Background: an optimization exercise with open tools, aiming at small area, a short achievable clock period and few clock cycles. Do not read the settings as production practice. RTL that was checked went through simulation tests only; none was proved equivalent to the original.

## JK
// Cordic
module Cordic #(parameter DW=16, AW=4)(
	input                  clk, rst, en,
	output                 done,
	input  signed [DW-1:0] z,
	output signed [DW-1:0] x,y);
Size in the first run: about 56 flip-flops, roughly 52 I/O pins, about 5900 um2 of cells after synthesis.
==> module Cordic, before the edit <==
module Cordic #(parameter DW=16, AW=4)(
	input                  clk, rst, en,
	output                 done,
	input  signed [DW-1:0] z,
	output signed [DW-1:0] x,y);
	reg signed [15:0] X, Y;
	reg        [15:0] Z;
	reg        [3:0]  m;         
	wire       [3:0]  hz = 4'b0001 << m[3:2];    
	wire       [3:0]  lz = 4'b0001 << m[1:0];    
	reg               px, ny;    
	reg               busy, done_r;
	wire        [15:0] AtanValue;
	AtanROM #(.DW(16)) UUT (.hi(hz), .lo(lz), .AtanValue(AtanValue));
	wire        last  = hz[3] & lz[1];           
	wire        step  = busy & ~last;
	always @ (posedge clk, posedge rst)
		if (rst) begin
			busy   <= 1'b0;
			done_r <= 1'b0;
		end else begin
			busy   <= busy ? ~last : en;
			done_r <= busy & last;
		end
	always @ (posedge clk) begin
		m  <= step ? m + 4'd1 : 4'd0;
	end
	function [14:0] shr(input [14:0] a, input [3:0] h1, input [3:0] l1);
		reg [14:0] s;
		begin
			s =   ({15{l1[0]}} & a)
			    | ({15{l1[1]}} & {{1{a[14]}}, a[14:1]})
			    | ({15{l1[2]}} & {{2{a[14]}}, a[14:2]})
			    | ({15{l1[3]}} & {{3{a[14]}}, a[14:3]});
			shr = ({15{h1[0]}} & s)
			    | ({15{h1[1]}} & {{4{s[14]}}, s[14:4]})
			    | ({15{h1[2]}} & {{8{s[14]}}, s[14:8]})
			    | ({15{h1[3]}} & {{12{s[14]}}, s[14:12]});
		end
	endfunction
	function [15:0] add16(input [15:0] a, input [15:0] b, input ci);
		reg [15:0] g, p, gg, pp;
		integer i, k;
		begin
			g = a & b;
			p = a ^ b;
			gg = g; pp = p;
			gg[0] = g[0] | (p[0] & ci);
			for (k = 1; k < 16; k = k * 2)
				for (i = 0; i < 16; i = i + 1)
					if (i & k) begin
						gg[i] = gg[i] | (pp[i] & gg[(i & ~(k - 1)) - 1]);
						pp[i] = pp[i] & pp[(i & ~(k - 1)) - 1];
					end
			add16 = p ^ {gg[14:0], ci};
		end
	endfunction
	wire               first = hz[0] & lz[0];       
	wire               pz  = ~Z[15];
	wire        [15:0] yc  = Y ^ {16{px}};
	wire        [15:0] xc  = X ^ {16{ny}};
	wire        [14:0] ysh = shr(yc[15:1], hz, lz);
	wire        [14:0] xsh = shr(xc[15:1], hz, lz);
	wire        [15:0] xi  = add16(X, {ysh[14], ysh}, px);
	wire        [15:0] yi  = add16(Y, {xsh[14], xsh}, ny);
	reg         [15:0] k01;
	always @ (*)
		case ({Z[15], px})
			2'b01:   k01 = 16'h0000 - 16'h3244 - 16'h1dac;
			2'b00:   k01 = 16'h0000 - 16'h3244 + 16'h1dac;
			2'b11:   k01 = 16'h3244 - 16'h1dac;
			default: k01 = 16'h3244 + 16'h1dac;
		endcase
	wire        [15:0] zb  = first ? k01 : AtanValue ^ {16{pz}};
	wire        [15:0] zi  = add16(Z, zb, pz & ~first);
	wire               p1  = z[15] ? (z >= 16'hcdbc) : (z >= 16'h3244);
	wire        [15:0] zn  = busy ? zi : z;
	always @ (posedge clk) begin
		X  <= busy ? xi : 16'h26dd;
		Y  <= busy ? yi : (z[15] ? 16'hd923 : 16'h26dd);
		Z  <= zn;
		px <= busy ? ~zi[15] : p1;
		ny <= busy ? zi[15] : ~p1;
	end
	assign done = done_r;
	assign x = X;
	assign y = Y;
endmodule
==> flow/config.mk <==
export PLATFORM = sky130hd
export DESIGN_NAME = Cordic
export DESIGN_NICKNAME = Cordic
export VERILOG_FILES = /design/flow/design.v
export SDC_FILE = /design/flow/constraint.sdc
export NUM_CORES = 4
export LEC_CHECK = 0
export ABC_AREA = 1
export CAP_MARGIN = 20
export CORE_MARGIN = 2
export CORE_UTILIZATION = 60
export SETUP_SLACK_MARGIN = 5
export SLEW_MARGIN = 20
==> flow/constraint.sdc <==
create_clock -name core_clock -period 8.0 [get_ports {clk}]
set_input_delay 1.6000 -clock core_clock [delete_from_list [all_inputs] [get_ports {clk}]]
set_output_delay 1.6000 -clock core_clock [all_outputs]
set_load 0.01 [all_outputs]
standard.sh (not shown) runs the stock make flow with config.mk's settings and CLKGATE_MAP_FILE= SYNTH_SCRIPT=/design/flow/synth_recipe.tcl, a recipe that flattens the netlist after the stock synthesis.
==> flow/flow/run.sh <==
#!/bin/bash
# The standard layout with two changes: adders are left to abc as plain
# gates (no full/half adder cells, ADDER_MAP_FILE empty), and the ports are
# buffered by the smallest buffer instead of the delay cell buffer_ports
# picks by default. Synthesis is otherwise the standard one (synth_recipe.tcl:
# no fsm or share pass, flattened, function nets renamed), so the registers
# and their names are the standard synthesis's. The whole output goes to
# flow.log here; each ORFS step also keeps its own log under orfs/logs/.
set -euo pipefail
export ADDER_MAP_FILE=
export BUFFER_PORTS_ARGS="-buffer_cell sky130_fd_sc_hd__buf_1"
bash standard.sh finish > flow.log 2>&1
JK completed end to end with timing, DRC and antenna clean.
Edits applied to the flow inputs when going from JK to MS:
diff --git a/flow/design.v b/flow/design.v
--- a/flow/design.v
+++ b/flow/design.v
@@ -28,15 +28,14 @@
 	input                  clk, rst, en,
 	output                 done,
 	input  signed [DW-1:0] z,
 	output signed [DW-1:0] x,y);
 	reg signed [15:0] X, Y;
 	reg        [15:0] Z;
-	reg        [3:0]  m;         
-	wire       [3:0]  hz = 4'b0001 << m[3:2];    
-	wire       [3:0]  lz = 4'b0001 << m[1:0];    
+	reg        [3:0]  hz, lz;    
+	reg        [3:0]  ly;        
 	reg               px, ny;    
 	reg               busy, done_r;
 	wire        [15:0] AtanValue;
 	AtanROM #(.DW(16)) UUT (.hi(hz), .lo(lz), .AtanValue(AtanValue));
 	wire        last  = hz[3] & lz[1];           
 	wire        step  = busy & ~last;
@@ -46,13 +45,15 @@
 			done_r <= 1'b0;
 		end else begin
 			busy   <= busy ? ~last : en;
 			done_r <= busy & last;
 		end
 	always @ (posedge clk) begin
-		m  <= step ? m + 4'd1 : 4'd0;
+		lz <= step ? {lz[2:0], lz[3]} : 4'b0001;
+		ly <= step ? {ly[2:0], ly[3]} : 4'b0001;
+		hz <= step ? (lz[3] ? {hz[2:0], hz[3]} : hz) : 4'b0001;
 	end
 	function [14:0] shr(input [14:0] a, input [3:0] h1, input [3:0] l1);
 		reg [14:0] s;
 		begin
 			s =   ({15{l1[0]}} & a)
 			    | ({15{l1[1]}} & {{1{a[14]}}, a[14:1]})
@@ -83,13 +84,13 @@
 	endfunction
 	wire               first = hz[0] & lz[0];       
 	wire               pz  = ~Z[15];
 	wire        [15:0] yc  = Y ^ {16{px}};
 	wire        [15:0] xc  = X ^ {16{ny}};
 	wire        [14:0] ysh = shr(yc[15:1], hz, lz);
-	wire        [14:0] xsh = shr(xc[15:1], hz, lz);
+	wire        [14:0] xsh = shr(xc[15:1], hz, ly);
 	wire        [15:0] xi  = add16(X, {ysh[14], ysh}, px);
 	wire        [15:0] yi  = add16(Y, {xsh[14], xsh}, ny);
 	reg         [15:0] k01;
 	always @ (*)
 		case ({Z[15], px})
 			2'b01:   k01 = 16'h0000 - 16'h3244 - 16'h1dac;
Results
- Per the comparison of MS with JK, global-route wire length before repair higher, number of violations reported at the end of detailed-routing iteration 0 shrank by about 3%, total detailed-routing wirelength grew by about 2.4%.
- MS against JK: worst setup slack after layout went up by 95 ps.
- MS vs JK: placement row count up
- MS vs. JK: sum of net half-perimeters after detailed placement has increased; summed instance area of the synthesized netlist has increased.
No functional check of the RTL was part of any run of this note.

== oak ==
Cordic, a different RTL version from the one above (not shown whole).
Size: roughly 1100 cells after synthesis, ~0.0066 mm² of cells after synthesis.
==> flow/design.v (excerpt) <==
module Cordic #(parameter DW=16, AW=4)(
	input                  clk, rst, en,
	output                 done,
	input  signed [DW-1:0] z,
	output signed [DW-1:0] x,y);
==> module AtanROM, before the edit <==
module AtanROM #(parameter DW = 16 , AW = 4)(
	input         [(AW-1):0] address,
	output signed [DW-1:0]   AtanValue);
	reg           [DW-1:0]   romAtan;
	always @ (*)
	begin
		case (address)
			4'd0:    romAtan = 16'h3244;
			4'd1:    romAtan = 16'h1dac;
			4'd2:    romAtan = 16'h0fae;
			4'd3:    romAtan = 16'h07f5;
			4'd4:    romAtan = 16'h03ff;
			4'd5:    romAtan = 16'h0200;
			4'd6:    romAtan = 16'h0100;
			4'd7:    romAtan = 16'h0080;
			4'd8:    romAtan = 16'h0040;
			4'd9:    romAtan = 16'h0020;
			4'd10:   romAtan = 16'h0010;
			4'd11:   romAtan = 16'h0008;
			4'd12:   romAtan = 16'h0004;
			4'd13:   romAtan = 16'h0002;
			4'd14:   romAtan = 16'h0001;
			default: romAtan = 16'h0001;
		endcase
	end
	assign AtanValue = romAtan;
endmodule
==> module Cordic, before the edit <==
module Cordic #(parameter DW=16, AW=4)(
	input                  clk, rst, en,
	output                 done,
	input  signed [DW-1:0] z,
	output signed [DW-1:0] x,y);
	reg signed [15:0] X, Y;
	reg        [15:0] Z;
	reg        [3:0]  n;         
	reg               busy, done_r;
	wire        [15:0] AtanValue;
	AtanROM #(.DW(16),.AW(4)) UUT (.address(n), .AtanValue(AtanValue));
	wire        start = en & ~busy;
	wire        last  = (n == 4'd14);
	always @ (posedge clk, posedge rst)
		if (rst) begin
			busy   <= 1'b0;
			done_r <= 1'b0;
			n      <= 4'd0;
		end else begin
			busy   <= busy ? ~last : en;
			done_r <= busy & last;
			n      <= (busy & ~last) | start ? n + 4'd1 : 4'd0;
		end
	wire               pos = ~Z[15];
	wire signed [15:0] ysh = Y >>> n;
	wire signed [15:0] xsh = X >>> n;
	wire signed [15:0] xi  = pos ? X - ysh : X + ysh;
	wire signed [15:0] yi  = pos ? Y + xsh : Y - xsh;
	wire        [15:0] zi  = pos ? Z - AtanValue : Z + AtanValue;
	wire        [15:0] z0  = z[15] ? z + 16'h3244 : z - 16'h3244;
	always @ (posedge clk) begin
		X <= busy ? xi : 16'h26dd;
		Y <= busy ? yi : (z[15] ? -16'sh26dd : 16'sh26dd);
		Z <= busy ? zi : z0;
	end
	assign done = done_r;
	assign x = X;
	assign y = Y;
endmodule
Settings: LEC_CHECK=0, ABC_AREA=1, CAP_MARGIN=20, CORE_MARGIN=2, CORE_UTILIZATION=40, SETUP_SLACK_MARGIN=4, SLEW_MARGIN=20; clock period 8.0 ns.
run.sh (not shown) runs the stock make flow with config.mk's settings and CLKGATE_MAP_FILE= SYNTH_SCRIPT=/design/flow/synth_recipe.tcl, a recipe that flattens the netlist after the stock synthesis.
Stock flow here: none of the scripts above is used.
Testbench counts of oak, summed over its fixed seeds: cycles 48,000.
The inputs of pine differ from those of oak as listed below.
==> flow/design.v <==
module AtanROM #(parameter DW = 16 , AW = 4)(
	input         [(AW-1):0] address,
	output signed [DW-1:0]   AtanValue);
	reg           [DW-1:0]   romAtan;
	always @ (*)
	begin
		case (address)
			4'd0:    romAtan = 16'h1dac;
			4'd1:    romAtan = 16'h0fae;
			4'd2:    romAtan = 16'h07f5;
			4'd3:    romAtan = 16'h03ff;
			4'd4:    romAtan = 16'h0200;
			4'd5:    romAtan = 16'h0100;
			4'd6:    romAtan = 16'h0080;
			4'd7:    romAtan = 16'h0040;
			4'd8:    romAtan = 16'h0020;
			4'd9:    romAtan = 16'h0010;
			4'd10:   romAtan = 16'h0008;
			4'd11:   romAtan = 16'h0004;
			4'd12:   romAtan = 16'h0002;
			default: romAtan = 16'h0001;
		endcase
	end
	assign AtanValue = romAtan;
endmodule
module Cordic #(parameter DW=16, AW=4)(
	input                  clk, rst, en,
	output                 done,
	input  signed [DW-1:0] z,
	output signed [DW-1:0] x,y);
	reg signed [15:0] X, Y;
	reg        [15:0] Z;
	reg        [3:0]  m;         
	reg               busy, done_r;
	wire        [15:0] AtanValue;
	AtanROM #(.DW(16),.AW(4)) UUT (.address(m), .AtanValue(AtanValue));
	wire        last  = (m == 4'd13);
	always @ (posedge clk, posedge rst)
		if (rst) begin
			busy   <= 1'b0;
			done_r <= 1'b0;
			m      <= 4'd0;
		end else begin
			busy   <= busy ? ~last : en;
			done_r <= busy & last;
			m      <= busy & ~last ? m + 4'd1 : 4'd0;
		end
	wire               pos = ~Z[15];
	wire signed [15:0] yc  = Y ^ {16{pos}};    
	wire signed [15:0] xc  = X ^ {16{~pos}};   
	wire signed [14:0] y1  = yc[15:1];
	wire signed [14:0] x1  = xc[15:1];
	wire signed [14:0] ysh = y1 >>> m;
	wire signed [14:0] xsh = x1 >>> m;
	wire signed [15:0] xi  = X + {ysh[14], ysh} + pos;    
	wire signed [15:0] yi  = Y + {xsh[14], xsh} + {15'd0, ~pos};
	wire        [15:0] zi  = Z + (AtanValue ^ {16{pos}}) + pos;
	wire        [15:0] z0  = z[15] ? z + 16'h3244 : z - 16'h3244;
	always @ (posedge clk) begin
		X <= busy ? xi : 16'h26dd;
		Y <= busy ? yi : (z[15] ? -16'sh26dd : 16'sh26dd);
		Z <= busy ? zi : z0;
	end
	assign done = done_r;
	assign x = X;
	assign y = Y;
endmodule
--- outcome ---
- pine against oak; vias after detailed routing is down by a few percent.
- Higher fraction of the mapped netlist area in adder cells was reported by oak, not pine.
- pine ends up with lower wire length on met1 than oak does.
- Compared with oak, in pine total setup buffers inserted after CTS fell 4, global-route usage climbed 0.86 points, fmax moved up.
- When pine is measured against oak, its post-synthesis to final-layout area growth turns out 4.8 points lower.
- Area taken by flip-flops and latches (lower): pine
Testbench counts of pine, summed over its fixed seeds: cycles 48,000.

P:
Cordic, a different RTL version from the one above (not shown whole).
For scale: ~52 I/O pins, ~5800 um^2 of cells after synthesis.
==> module Cordic, before the edit <==
module Cordic #(parameter DW=16, AW=4)(
	input                  clk, rst, en,
	output                 done,
	input  signed [DW-1:0] z,
	output signed [DW-1:0] x,y);
	reg signed [15:0] X, Y;
	reg        [15:0] Z;
	reg        [3:0]  hz, lz;    
	reg               px, ny;    
	reg               busy, done_r;
	wire        [15:0] AtanValue;
	AtanROM #(.DW(16)) UUT (.hi(hz), .lo(lz), .AtanValue(AtanValue));
	wire        last  = hz[3] & lz[1];           
	wire        step  = busy & ~last;
	always @ (posedge clk, posedge rst)
		if (rst) begin
			busy   <= 1'b0;
			done_r <= 1'b0;
		end else begin
			busy   <= busy ? ~last : en;
			done_r <= busy & last;
		end
	always @ (posedge clk) begin
		lz <= step ? {lz[2:0], lz[3]} : 4'b0001;
		hz <= step ? (lz[3] ? {hz[2:0], hz[3]} : hz) : 4'b0001;
	end
	function [14:0] shr(input [14:0] a, input [3:0] h1, input [3:0] l1);
		reg [14:0] s;
		begin
			s =   ({15{l1[0]}} & a)
			    | ({15{l1[1]}} & {{1{a[14]}}, a[14:1]})
			    | ({15{l1[2]}} & {{2{a[14]}}, a[14:2]})
			    | ({15{l1[3]}} & {{3{a[14]}}, a[14:3]});
			shr = ({15{h1[0]}} & s)
			    | ({15{h1[1]}} & {{4{s[14]}}, s[14:4]})
			    | ({15{h1[2]}} & {{8{s[14]}}, s[14:8]})
			    | ({15{h1[3]}} & {{12{s[14]}}, s[14:12]});
		end
	endfunction
	function [15:0] add16(input [15:0] a, input [15:0] b, input ci);
		reg [15:0] g, p, gg, pp;
		integer i, k;
		begin
			g = a & b;
			p = a ^ b;
			gg = g; pp = p;
			gg[0] = g[0] | (p[0] & ci);
			for (k = 1; k < 16; k = k * 2)
				for (i = 2 * k - 1; i < 16; i = i + 2 * k) begin
					gg[i] = gg[i] | (pp[i] & gg[i - k]);
					pp[i] = pp[i] & pp[i - k];
				end
			for (k = 4; k >= 1; k = k / 2)
				for (i = 3 * k - 1; i < 16; i = i + 2 * k) begin
					gg[i] = gg[i] | (pp[i] & gg[i - k]);
					pp[i] = pp[i] & pp[i - k];
				end
			add16 = p ^ {gg[14:0], ci};
		end
	endfunction
	wire               first = hz[0] & lz[0];       
	wire               pz  = ~Z[15];
	wire        [15:0] yc  = Y ^ {16{px}};
	wire        [15:0] xc  = X ^ {16{ny}};
	wire        [14:0] ysh = shr(yc[15:1], hz, lz);
	wire        [14:0] xsh = shr(xc[15:1], hz, lz);
	wire        [15:0] xi  = add16(X, {ysh[14], ysh}, px);
	wire        [15:0] yi  = add16(Y, {xsh[14], xsh}, ny);
	reg         [15:0] k01;
	always @ (*)
		case ({Z[15], px})
			2'b01:   k01 = 16'h0000 - 16'h3244 - 16'h1dac;
			2'b00:   k01 = 16'h0000 - 16'h3244 + 16'h1dac;
			2'b11:   k01 = 16'h3244 - 16'h1dac;
			default: k01 = 16'h3244 + 16'h1dac;
		endcase
	wire        [15:0] zb  = first ? k01 : AtanValue ^ {16{pz}};
	wire        [15:0] zi  = add16(Z, zb, pz & ~first);
	wire               p1  = z[15] ? (z >= 16'hcdbc) : (z >= 16'h3244);
	wire        [15:0] zn  = busy ? zi : z;
	always @ (posedge clk) begin
		X  <= busy ? xi : 16'h26dd;
		Y  <= busy ? yi : (z[15] ? 16'hd923 : 16'h26dd);
		Z  <= zn;
		px <= busy ? ~zi[15] : p1;
		ny <= busy ? zi[15] : ~p1;
	end
	assign done = done_r;
	assign x = X;
	assign y = Y;
endmodule
export LEC_CHECK = 0
export ABC_AREA = 1
export CAP_MARGIN = 20
export CORE_MARGIN = 2
export CORE_UTILIZATION = 60
export SETUP_SLACK_MARGIN = 5
export SLEW_MARGIN = 20
create_clock -name core_clock -period 8.0 [get_ports {clk}]
standard.sh (not shown) runs the stock make flow with config.mk's settings and CLKGATE_MAP_FILE= SYNTH_SCRIPT=/design/flow/synth_recipe.tcl, a recipe that flattens the netlist after the stock synthesis.
Scripts as last shown in full above: flow/flow/run.sh
[inputs] Q vs P
-- flow/design.v --
<<< P, line 32
	reg signed [15:0] X, Y;
	reg        [15:0] Z;
	reg        [3:0]  hz, lz;    
	reg               px, ny;    
	reg               busy, done_r;
>>> Q, line 32
	reg signed [15:0] X, Y;
	reg        [15:0] Z;
	reg        [3:0]  hz, lzn;   
	wire       [3:0]  lz = ~lzn;
	reg               px, ny;    
	reg               busy, done_r;
<<< P, line 48
		end
	always @ (posedge clk) begin
		lz <= step ? {lz[2:0], lz[3]} : 4'b0001;
		hz <= step ? (lz[3] ? {hz[2:0], hz[3]} : hz) : 4'b0001;
	end
>>> Q, line 49
		end
	always @ (posedge clk) begin
		lzn <= step ? {lzn[2:0], lzn[3]} : 4'b1110;
		hz <= step ? (lz[3] ? {hz[2:0], hz[3]} : hz) : 4'b0001;
	end
<<< P, line 73
			gg[0] = g[0] | (p[0] & ci);
			for (k = 1; k < 16; k = k * 2)
				for (i = 2 * k - 1; i < 16; i = i + 2 * k) begin
					gg[i] = gg[i] | (pp[i] & gg[i - k]);
					pp[i] = pp[i] & pp[i - k];
				end
			for (k = 4; k >= 1; k = k / 2)
				for (i = 3 * k - 1; i < 16; i = i + 2 * k) begin
					gg[i] = gg[i] | (pp[i] & gg[i - k]);
					pp[i] = pp[i] & pp[i - k];
				end
			add16 = p ^ {gg[14:0], ci};
		end
>>> Q, line 74
			gg[0] = g[0] | (p[0] & ci);
			for (k = 1; k < 16; k = k * 2)
				for (i = 0; i < 16; i = i + 1)
					if (i & k) begin
						gg[i] = gg[i] | (pp[i] & gg[(i & ~(k - 1)) - 1]);
						pp[i] = pp[i] & pp[(i & ~(k - 1)) - 1];
					end
			add16 = p ^ {gg[14:0], ci};
		end
## What came out
Total wirelength of the detailed-routed design on Q is ahead of P.
Cell count after synthesis (Q over P): increase, 10%
Final-layout clock buffer total: Q lower than P
Delta (Q minus P): row count went up by 2.
Q vs. P: layout inverter count without the clock tree grew by 24; number of library cell types mapped by synthesis grew by 3; number of cells on the worst reg-to-reg path shrank by 3.
Of P and Q, Q shows the lower average wire per standard cell, with P above it.
Worst-margin pin slew (Q over P): increase, 0.38 ns
Function was not checked in any run of this note: the RTL went through the layout flow alone.

==> static timing again, ports no longer ideal <==
The flow's constraints put no driver on any port. The routed layouts listed below were extracted and timed again, unchanged, in two steps. Step 1 assumes that a clkbuf_16 drives the clock port and a buf_2 every other input. Step 2 times the ports against the registers' clock, not the clock port: input delays grow and output delays shrink by t, the midpoint of the rising clock arrivals with the driver on. a / b / c = no drivers / after step 1 / after step 2; a / b = the first two.
run	t (ns)	setup slack, ns	pins driven straight from the clock port
JK	0.367	5.229 / 5.229 / 5.176	1
MS	0.413	5.324 / 5.295 / 5.179	1
oak	0.348	4.218 / 4.218 / 3.913	1
pine	0.351	4.343 / 4.361 / 4.010	1
P	0.390	5.171 / 5.171 / 5.171	1
Q	0.404	5.232 / 5.232 / 4.986	1
After both steps setup and hold are still met in every run listed. The setup slack of pine, which loses most, moves by +0.018 ns with the drivers and by -0.333 ns with both steps.
